Context: an optimization exercise on an open-source flow, tuned for small area. The choices shown serve that exercise and are no tape-out recipe.
Only simulation tests tie the RTL to the original design; equivalence was not proved.
Power and IR drop assume default switching activity.

Setup of before:
==> module timer_top, before the edit <==
module timer_top (sys_clk, sys_rst_n, tim_psel, tim_pwrite, tim_penable, tim_paddr, tim_pwdata, tim_prdata, tim_pstrb, tim_pready, tim_pslverr, tim_int, dbg_mode);
	input wire sys_clk, sys_rst_n;
	input wire tim_psel, tim_pwrite, tim_penable, dbg_mode;
	input wire [11:0] tim_paddr;
	input wire [31:0] tim_pwdata;
	input wire [3:0] tim_pstrb;
	output wire [31:0] tim_prdata;
	output wire tim_pready, tim_pslverr, tim_int;
	reg acc;
	always @(posedge sys_clk or negedge sys_rst_n)
		if (!sys_rst_n) acc <= 1'b0;
		else            acc <= tim_psel & tim_penable & ~acc;
	wire wr = acc &  tim_pwrite;
	wire rd = acc & ~tim_pwrite;
	wire [31:0] wdata = tim_pwdata;
	wire [3:0]  strb  = tim_pstrb;
	wire a_ok   = (tim_paddr[11:5] == 7'd0) && (tim_paddr[1:0] == 2'd0);
	wire [2:0] ai = tim_paddr[4:2];
	wire is_tcr   = a_ok && (ai == 3'd0);
	wire is_tdr0  = a_ok && (ai == 3'd1);
	wire is_tdr1  = a_ok && (ai == 3'd2);
	wire is_tcmp0 = a_ok && (ai == 3'd3);
	wire is_tcmp1 = a_ok && (ai == 3'd4);
	wire is_tier  = a_ok && (ai == 3'd5);
	wire is_tisr  = a_ok && (ai == 3'd6);
	wire is_thcsr = a_ok && (ai == 3'd7);
	reg timer_en, div_en;
	reg [3:0] div_val;
	reg int_en, halt_req, int_st;
	reg [31:0] tcmp0, tcmp1;
	reg [31:0] tdr0, tdr1;
	reg [63:0] cnt;
	reg load_back, tdr_wr_en, cnt_clr, int_clr;
	reg int_st_q, halt_ack, halt_ack_q, timer_en_q, cnt_en, rst_q;
	reg [7:0] cnt_div;
	wire tcr_wr = wr & is_tcr;
	wire err_div_val = strb[1] & (wdata[11:8] > 4'd8);
	wire err_run = timer_en & ((strb[0] & (wdata[1] != div_en)) | (strb[1] & (wdata[11:8] != div_val)));
	wire error_res = tcr_wr & (err_div_val | err_run);
	always @(posedge sys_clk or negedge sys_rst_n) begin
		if (!sys_rst_n) begin
			timer_en <= 1'b0;
			div_en   <= 1'b0;
			div_val  <= 4'd1;
			int_en   <= 1'b0;
			halt_req <= 1'b0;
		end else begin
			if (tcr_wr & ~error_res & strb[0]) begin
				timer_en <= wdata[0];
				div_en   <= wdata[1];
			end
			if (tcr_wr & ~error_res & strb[1])
				div_val <= wdata[11:8];
			if (wr & is_tier & strb[0])
				int_en <= wdata[0];
			if (wr & is_thcsr & strb[0])
				halt_req <= wdata[0];
		end
	end
	genvar b;
	generate for (b = 0; b < 4; b = b + 1) begin : g_cmp
		always @(posedge sys_clk) begin
			if (!sys_rst_n) begin
				tcmp0[8*b+7:8*b] <= 8'hFF;
				tcmp1[8*b+7:8*b] <= 8'hFF;
			end else begin
				if (wr & is_tcmp0 & strb[b]) tcmp0[8*b+7:8*b] <= wdata[8*b+7:8*b];
				if (wr & is_tcmp1 & strb[b]) tcmp1[8*b+7:8*b] <= wdata[8*b+7:8*b];
			end
		end
	end endgenerate
	wire tdr_wr = wr & (is_tdr0 | is_tdr1);
	wire tdr_lb = load_back & ~tdr_wr;
	generate for (b = 0; b < 4; b = b + 1) begin : g_tdr
		always @(posedge sys_clk) begin
			if (wr & is_tdr0 & strb[b])  tdr0[8*b+7:8*b] <= wdata[8*b+7:8*b];
			else if (tdr_lb)             tdr0[8*b+7:8*b] <= cnt[8*b+7:8*b];
			if (wr & is_tdr1 & strb[b])  tdr1[8*b+7:8*b] <= wdata[8*b+7:8*b];
			else if (tdr_lb)             tdr1[8*b+7:8*b] <= cnt[32+8*b+7:32+8*b];
		end
	end endgenerate
	always @(posedge sys_clk) begin
		tdr_wr_en  <= tdr_wr;
		cnt_clr    <= tcr_wr & strb[0] & timer_en & ~wdata[0];
		int_clr    <= wr & is_tisr & int_st & wdata[0] & strb[0];
		int_st_q   <= int_st;
		halt_ack   <= dbg_mode & halt_req;
		halt_ack_q <= halt_ack;
		timer_en_q <= timer_en;
		rst_q      <= ~sys_rst_n;
	end
	localparam NB = 64 / 16;
	wire [NB-1:0] blk_ones;
	wire [NB:0]   blk_c;
	wire [63:0]   inc_c;
	assign blk_c[0] = cnt_en;
	genvar gi, gj;
	generate for (gi = 0; gi < NB; gi = gi + 1) begin : g_blk
		assign blk_ones[gi] = &cnt[16*gi +: 16];
		assign blk_c[gi+1]  = blk_c[gi] & blk_ones[gi];
		assign inc_c[16*gi] = blk_c[gi];
		for (gj = 1; gj < 16; gj = gj + 1) begin : g_bit
			assign inc_c[16*gi+gj] = inc_c[16*gi+gj-1] & cnt[16*gi+gj-1];
		end
	end endgenerate
	wire all_ones = &blk_ones;
	wire cnt_zero = cnt_clr | all_ones | ~sys_rst_n;
	wire cnt_ld  = ~cnt_zero &  tdr_wr_en;
	wire cnt_inc = ~cnt_zero & ~tdr_wr_en;
	always @(posedge sys_clk) begin
		cnt       <= ({64{cnt_ld}} & {tdr1, tdr0}) | ({64{cnt_inc}} & (cnt ^ inc_c));
		load_back <= cnt_zero | (cnt_inc & cnt_en);
	end
	wire en_rise = timer_en & ~timer_en_q;
	wire no_div  = ~div_en | (div_val == 4'd0);
	wire [7:0] div_mask = ~(8'hFF << div_val);
	wire div_term = ((cnt_div | ~div_mask) == 8'hFF);
	always @(posedge sys_clk) begin
		if (!timer_en) begin
			cnt_en  <= 1'b0;
			cnt_div <= 8'd0;
		end else if (halt_ack) begin
			cnt_en  <= 1'b0;
		end else if (no_div | en_rise | div_term) begin
			cnt_en  <= ~en_rise;
			cnt_div <= 8'd0;
		end else begin
			cnt_en  <= 1'b0;
			cnt_div <= cnt_div + 8'd1;
		end
	end
	wire cmp_hit = ~(|({tdr1, tdr0} ^ {tcmp1, tcmp0})) & ~rst_q;
	always @(posedge sys_clk or negedge sys_rst_n)
		if (!sys_rst_n)   int_st <= 1'b0;
		else if (int_clr) int_st <= 1'b0;
		else if (cmp_hit) int_st <= 1'b1;
	assign tim_int = int_en & int_st;
	reg [31:0] rdata;
	always @(*) begin
		rdata = 32'd0;
		if (a_ok)
			case (ai)
				3'd0: rdata = {20'd0, div_val, 6'd0, div_en, timer_en};
				3'd1: rdata = tdr0;
				3'd2: rdata = tdr1;
				3'd3: rdata = tcmp0;
				3'd4: rdata = tcmp1;
				3'd5: rdata = {31'd0, int_en};
				3'd6: rdata = {31'd0, int_st_q};
				3'd7: rdata = {30'd0, halt_ack_q, halt_req};
			endcase
	end
	assign tim_prdata  = rd ? rdata : 32'd0;
	assign tim_pready  = acc;
	assign tim_pslverr = error_res;
endmodule
clock: 7.0 ns
lec_check: 0
cap_margin: 20
core_margin: 2
core_utilization: 70
slew_margin: 20
standard.sh (not shown) runs the stock make flow with config.mk's settings and CLKGATE_MAP_FILE= SYNTH_SCRIPT=/design/flow/synth_recipe.tcl, a recipe that flattens the netlist after the stock synthesis.
==> flow/flow/run.sh <==
#!/bin/bash
# Standard ORFS layout with three changes:
#  - Yosys maps the logic with an area-oriented ABC script (flow/abc_speed.script,
#    used in place of ORFS's own); registers are left as the standard synthesis makes them.
#  - ports get sky130_fd_sc_hd__buf_1 buffers;
#  - CTS uses clkbuf_8 leaf buffers without dummy loads.
set -euo pipefail
here=$(pwd)
rm -rf "$here/scripts"
cp -r "$FLOW_HOME/scripts" "$here/scripts"
cp "$here/flow/abc_speed.script" "$here/scripts/abc_speed.script"
export BUFFER_PORTS_ARGS="-buffer_cell sky130_fd_sc_hd__buf_1"
export CTS_ARGS="-sink_clustering_enable -repair_clock_nets -dont_use_dummy_load -buf_list sky130_fd_sc_hd__clkbuf_8 -sink_clustering_size 16 -sink_clustering_max_diameter 100"
bash standard.sh SCRIPTS_DIR="$here/scripts" finish > standard.log 2>&1
==> flow/flow/abc_speed.script <==
&get -n
&st
&dch
&nf -R 1000 -p -a
&put
topo
What after does differently from before at the input level:
--- a/flow/design.v
+++ b/flow/design.v
@@ -72,11 +72,13 @@
 	wire tdr_wr = wr & (is_tdr0 | is_tdr1);
 	wire tdr_lb = load_back & ~tdr_wr;
 	generate for (b = 0; b < 4; b = b + 1) begin : g_tdr
+		wire w0 = wr & is_tdr0 & strb[b];
+		wire w1 = wr & is_tdr1 & strb[b];
+		wire h0 = ~w0 & ~tdr_lb;
+		wire h1 = ~w1 & ~tdr_lb;
 		always @(posedge sys_clk) begin
-			if (wr & is_tdr0 & strb[b])  tdr0[8*b+7:8*b] <= wdata[8*b+7:8*b];
-			else if (tdr_lb)             tdr0[8*b+7:8*b] <= cnt[8*b+7:8*b];
-			if (wr & is_tdr1 & strb[b])  tdr1[8*b+7:8*b] <= wdata[8*b+7:8*b];
-			else if (tdr_lb)             tdr1[8*b+7:8*b] <= cnt[32+8*b+7:32+8*b];
+			tdr0[8*b+7:8*b] <= ({8{w0}} & wdata[8*b+7:8*b]) | ({8{tdr_lb}} & cnt[8*b+7:8*b])       | ({8{h0}} & tdr0[8*b+7:8*b]);
+			tdr1[8*b+7:8*b] <= ({8{w1}} & wdata[8*b+7:8*b]) | ({8{tdr_lb}} & cnt[32+8*b+7:32+8*b]) | ({8{h1}} & tdr1[8*b+7:8*b]);
 		end
 	end endgenerate
 	always @(posedge sys_clk) begin
## What came out
- Measured against after, the post-synthesis net count of before comes out at 0.896 times the reference value.
- Summary of after over before: total power draw fell by 92 uW, met2 layer wire length in the routed design rose by 420 um.
- The end of the critical path comes out tim_prdata[26] in one run and tim_prdata[13] in the other, namely in before and after respectively.
- Looking only at non-clock buffer count, and setting everything else aside, the higher value of before and after goes to after.
- Measured against each other, before and after differ in worst-margin pin slew, the lower figure coming from after.

* * *

== JK ==
The RTL this note starts from:
==> flow/design.v <==
module timer_top (sys_clk, sys_rst_n, tim_psel, tim_pwrite, tim_penable, tim_paddr, tim_pwdata, tim_prdata, tim_pstrb, tim_pready, tim_pslverr, tim_int, dbg_mode);
	input wire sys_clk, sys_rst_n;
	input wire tim_psel, tim_pwrite, tim_penable, dbg_mode;
	input wire [11:0] tim_paddr;
	input wire [31:0] tim_pwdata;
	input wire [3:0] tim_pstrb;
	output wire [31:0] tim_prdata;
	output wire tim_pready, tim_pslverr, tim_int;
	reg acc;
	always @(posedge sys_clk or negedge sys_rst_n)
		if (!sys_rst_n) acc <= 1'b0;
		else            acc <= tim_psel & tim_penable & ~acc;
	wire wr = acc &  tim_pwrite;
	wire rd = acc & ~tim_pwrite;
	wire [31:0] wdata = tim_pwdata;
	wire [3:0]  strb  = tim_pstrb;
	wire a_ok   = (tim_paddr[11:5] == 7'd0) && (tim_paddr[1:0] == 2'd0);
	wire [2:0] ai = tim_paddr[4:2];
	wire is_tcr   = a_ok && (ai == 3'd0);
	wire is_tdr0  = a_ok && (ai == 3'd1);
	wire is_tdr1  = a_ok && (ai == 3'd2);
	wire is_tcmp0 = a_ok && (ai == 3'd3);
	wire is_tcmp1 = a_ok && (ai == 3'd4);
	wire is_tier  = a_ok && (ai == 3'd5);
	wire is_tisr  = a_ok && (ai == 3'd6);
	wire is_thcsr = a_ok && (ai == 3'd7);
	reg timer_en, div_en;
	reg [3:0] div_val;
	reg int_en, halt_req, int_st;
	reg [31:0] tcmp0, tcmp1;
	reg [31:0] tdr0, tdr1;
	reg [63:0] cnt;
	reg load_back, tdr_wr_en, cnt_clr, int_clr;
	reg int_st_q, halt_ack, halt_ack_q, timer_en_q, cnt_en, rst_q;
	reg [7:0] cnt_div;
	wire tcr_wr = wr & is_tcr;
	wire err_div_val = strb[1] & (wdata[11:8] > 4'd8);
	wire err_run = timer_en & ((strb[0] & (wdata[1] != div_en)) | (strb[1] & (wdata[11:8] != div_val)));
	wire error_res = tcr_wr & (err_div_val | err_run);
	always @(posedge sys_clk or negedge sys_rst_n) begin
		if (!sys_rst_n) begin
			timer_en <= 1'b0;
			div_en   <= 1'b0;
			div_val  <= 4'd1;
			int_en   <= 1'b0;
			halt_req <= 1'b0;
		end else begin
			if (tcr_wr & ~error_res & strb[0]) begin
				timer_en <= wdata[0];
				div_en   <= wdata[1];
			end
			if (tcr_wr & ~error_res & strb[1])
				div_val <= wdata[11:8];
			if (wr & is_tier & strb[0])
				int_en <= wdata[0];
			if (wr & is_thcsr & strb[0])
				halt_req <= wdata[0];
		end
	end
	genvar b;
	generate for (b = 0; b < 4; b = b + 1) begin : g_cmp
		always @(posedge sys_clk) begin
			if (!sys_rst_n) begin
				tcmp0[8*b+7:8*b] <= 8'hFF;
				tcmp1[8*b+7:8*b] <= 8'hFF;
			end else begin
				if (wr & is_tcmp0 & strb[b]) tcmp0[8*b+7:8*b] <= wdata[8*b+7:8*b];
				if (wr & is_tcmp1 & strb[b]) tcmp1[8*b+7:8*b] <= wdata[8*b+7:8*b];
			end
		end
	end endgenerate
	wire tdr_wr = wr & (is_tdr0 | is_tdr1);
	wire tdr_lb = load_back & ~tdr_wr;
	generate for (b = 0; b < 4; b = b + 1) begin : g_tdr
		always @(posedge sys_clk) begin
			if (wr & is_tdr0 & strb[b])  tdr0[8*b+7:8*b] <= wdata[8*b+7:8*b];
			else if (tdr_lb)             tdr0[8*b+7:8*b] <= cnt[8*b+7:8*b];
			if (wr & is_tdr1 & strb[b])  tdr1[8*b+7:8*b] <= wdata[8*b+7:8*b];
			else if (tdr_lb)             tdr1[8*b+7:8*b] <= cnt[32+8*b+7:32+8*b];
		end
	end endgenerate
	always @(posedge sys_clk) begin
		tdr_wr_en  <= tdr_wr;
		cnt_clr    <= tcr_wr & strb[0] & timer_en & ~wdata[0];
		int_clr    <= wr & is_tisr & int_st & wdata[0] & strb[0];
		int_st_q   <= int_st;
		halt_ack   <= dbg_mode & halt_req;
		halt_ack_q <= halt_ack;
		timer_en_q <= timer_en;
		rst_q      <= ~sys_rst_n;
	end
	localparam NB = 64 / 16;
	wire [NB-1:0] blk_ones;
	wire [NB:0]   blk_c;
	wire [63:0]   inc_c;
	assign blk_c[0] = cnt_en;
	genvar gi, gj;
	generate for (gi = 0; gi < NB; gi = gi + 1) begin : g_blk
		assign blk_ones[gi] = &cnt[16*gi +: 16];
		assign blk_c[gi+1]  = blk_c[gi] & blk_ones[gi];
		assign inc_c[16*gi] = blk_c[gi];
		for (gj = 1; gj < 16; gj = gj + 1) begin : g_bit
			assign inc_c[16*gi+gj] = inc_c[16*gi+gj-1] & cnt[16*gi+gj-1];
		end
	end endgenerate
	wire all_ones = &blk_ones;
	wire cnt_zero = cnt_clr | all_ones | ~sys_rst_n;
	always @(posedge sys_clk) begin
		if (cnt_zero) begin
			cnt       <= 64'd0;
			load_back <= 1'b1;
		end else if (tdr_wr_en) begin
			cnt       <= {tdr1, tdr0};
			load_back <= 1'b0;
		end else begin
			cnt <= cnt ^ inc_c;
			load_back <= cnt_en;
		end
	end
	wire en_rise = timer_en & ~timer_en_q;
	wire no_div  = ~div_en | (div_val == 4'd0);
	wire [7:0] div_mask = ~(8'hFF << div_val);
	wire div_term = ((cnt_div | ~div_mask) == 8'hFF);
	always @(posedge sys_clk) begin
		if (!timer_en) begin
			cnt_en  <= 1'b0;
			cnt_div <= 8'd0;
		end else if (halt_ack) begin
			cnt_en  <= 1'b0;
		end else if (no_div | en_rise | div_term) begin
			cnt_en  <= ~en_rise;
			cnt_div <= 8'd0;
		end else begin
			cnt_en  <= 1'b0;
			cnt_div <= cnt_div + 8'd1;
		end
	end
	wire cmp_hit = ~(|({tdr1, tdr0} ^ {tcmp1, tcmp0})) & ~rst_q;
	always @(posedge sys_clk or negedge sys_rst_n)
		if (!sys_rst_n)   int_st <= 1'b0;
		else if (int_clr) int_st <= 1'b0;
		else if (cmp_hit) int_st <= 1'b1;
	assign tim_int = int_en & int_st;
	reg [31:0] rdata;
	always @(*) begin
		rdata = 32'd0;
		if (a_ok)
			case (ai)
				3'd0: rdata = {20'd0, div_val, 6'd0, div_en, timer_en};
				3'd1: rdata = tdr0;
				3'd2: rdata = tdr1;
				3'd3: rdata = tcmp0;
				3'd4: rdata = tcmp1;
				3'd5: rdata = {31'd0, int_en};
				3'd6: rdata = {31'd0, int_st_q};
				3'd7: rdata = {30'd0, halt_ack_q, halt_req};
			endcase
	end
	assign tim_prdata  = rd ? rdata : 32'd0;
	assign tim_pready  = acc;
	assign tim_pslverr = error_res;
endmodule
export LEC_CHECK = 0
export CAP_MARGIN = 20
export CORE_MARGIN = 2
export CORE_UTILIZATION = 40
export SLEW_MARGIN = 20
create_clock -name core_clock -period 7.0 [get_ports {sys_clk}]
==> flow/flow/run.sh <==
#!/bin/bash
# Standard ORFS layout with two changes: ports get sky130_fd_sc_hd__buf_1
# buffers, and CTS uses small clock buffers without dummy loads.
set -euo pipefail
export BUFFER_PORTS_ARGS="-buffer_cell sky130_fd_sc_hd__buf_1"
export CTS_ARGS="-sink_clustering_enable -repair_clock_nets -dont_use_dummy_load -buf_list sky130_fd_sc_hd__clkbuf_8 -sink_clustering_size 16 -sink_clustering_max_diameter 100"
bash standard.sh > standard.log 2>&1
In summary, JK completed successfully, with a layout that passed the timing, DRC and antenna checks.
## Diff of input files: TR against JK
--- a/flow/design.v
+++ b/flow/design.v
@@ -70,15 +70,17 @@
 		end
 	end endgenerate
 	wire tdr_wr = wr & (is_tdr0 | is_tdr1);
 	wire tdr_lb = load_back & ~tdr_wr;
 	generate for (b = 0; b < 4; b = b + 1) begin : g_tdr
+		wire w0 = wr & is_tdr0 & strb[b];
+		wire w1 = wr & is_tdr1 & strb[b];
+		wire h0 = ~w0 & ~tdr_lb;
+		wire h1 = ~w1 & ~tdr_lb;
 		always @(posedge sys_clk) begin
-			if (wr & is_tdr0 & strb[b])  tdr0[8*b+7:8*b] <= wdata[8*b+7:8*b];
-			else if (tdr_lb)             tdr0[8*b+7:8*b] <= cnt[8*b+7:8*b];
-			if (wr & is_tdr1 & strb[b])  tdr1[8*b+7:8*b] <= wdata[8*b+7:8*b];
-			else if (tdr_lb)             tdr1[8*b+7:8*b] <= cnt[32+8*b+7:32+8*b];
+			tdr0[8*b+7:8*b] <= ({8{w0}} & wdata[8*b+7:8*b]) | ({8{tdr_lb}} & cnt[8*b+7:8*b])       | ({8{h0}} & tdr0[8*b+7:8*b]);
+			tdr1[8*b+7:8*b] <= ({8{w1}} & wdata[8*b+7:8*b]) | ({8{tdr_lb}} & cnt[32+8*b+7:32+8*b]) | ({8{h1}} & tdr1[8*b+7:8*b]);
 		end
 	end endgenerate
 	always @(posedge sys_clk) begin
 		tdr_wr_en  <= tdr_wr;
 		cnt_clr    <= tcr_wr & strb[0] & timer_en & ~wdata[0];
@@ -103,21 +105,15 @@
 			assign inc_c[16*gi+gj] = inc_c[16*gi+gj-1] & cnt[16*gi+gj-1];
 		end
 	end endgenerate
 	wire all_ones = &blk_ones;
 	wire cnt_zero = cnt_clr | all_ones | ~sys_rst_n;
+	wire cnt_ld  = ~cnt_zero &  tdr_wr_en;
+	wire cnt_inc = ~cnt_zero & ~tdr_wr_en;
 	always @(posedge sys_clk) begin
-		if (cnt_zero) begin
-			cnt       <= 64'd0;
-			load_back <= 1'b1;
-		end else if (tdr_wr_en) begin
-			cnt       <= {tdr1, tdr0};
-			load_back <= 1'b0;
-		end else begin
-			cnt <= cnt ^ inc_c;
-			load_back <= cnt_en;
-		end
+		cnt       <= ({64{cnt_ld}} & {tdr1, tdr0}) | ({64{cnt_inc}} & (cnt ^ inc_c));
+		load_back <= cnt_zero | (cnt_inc & cnt_en);
 	end
 	wire en_rise = timer_en & ~timer_en_q;
 	wire no_div  = ~div_en | (div_val == 4'd0);
 	wire [7:0] div_mask = ~(8'hFF << div_val);
 	wire div_term = ((cnt_div | ~div_mask) == 8'hFF);
## What came out
From JK to TR the numbers moved as follows: wire length of the first global-routing pass now sits higher, worst hold slack decreased by 3.7 ps relative to the old numbers, critical path's largest stage delay fell 70 ps, multi-input logic area moved up.
Area of the mapped netlist for TR is higher than for JK.
When TR is measured against JK, its combinational power share turns out 0.6 points lower.
TR has met2 global-route usage above what JK had.
TR vs JK: sequential share of layout area down in TR
Changes observed in TR relative to JK: fill cell total of the finished layout went up; area growth from synthesis to final layout went down; share of the clock period used by the worst path after layout went down.
Compared with JK, TR has extra setup slack.

## separate check: timing with driven ports
The results above use ideal ports. As a check the final layouts listed here were re-extracted and re-timed, cells and wires unchanged.
Step 1 assumes that a clkbuf_16 drives the clock port and a buf_2 every other input.
Step 2 also shifts input and output timing later by t, the mid clock arrival at the registers, as if the neighbouring blocks saw the same clock.
a / b / c = ideal ports / drivers / drivers and shift; a / b = the first two.
run	t, ns	slack for setup (ns)	cell pins on the clock port's net
before	0.542	1.941 / 1.920 / 1.920	1
after	0.543	1.847 / 1.828 / 1.828	1
JK	0.568	1.668 / 1.611 / 1.611	1
TR	0.558	1.985 / 1.944 / 1.944	1
After both steps setup and hold are still met in every run listed. The setup slack of JK, which loses most, moves by -0.057 ns with the drivers and by -0.057 ns with both steps.
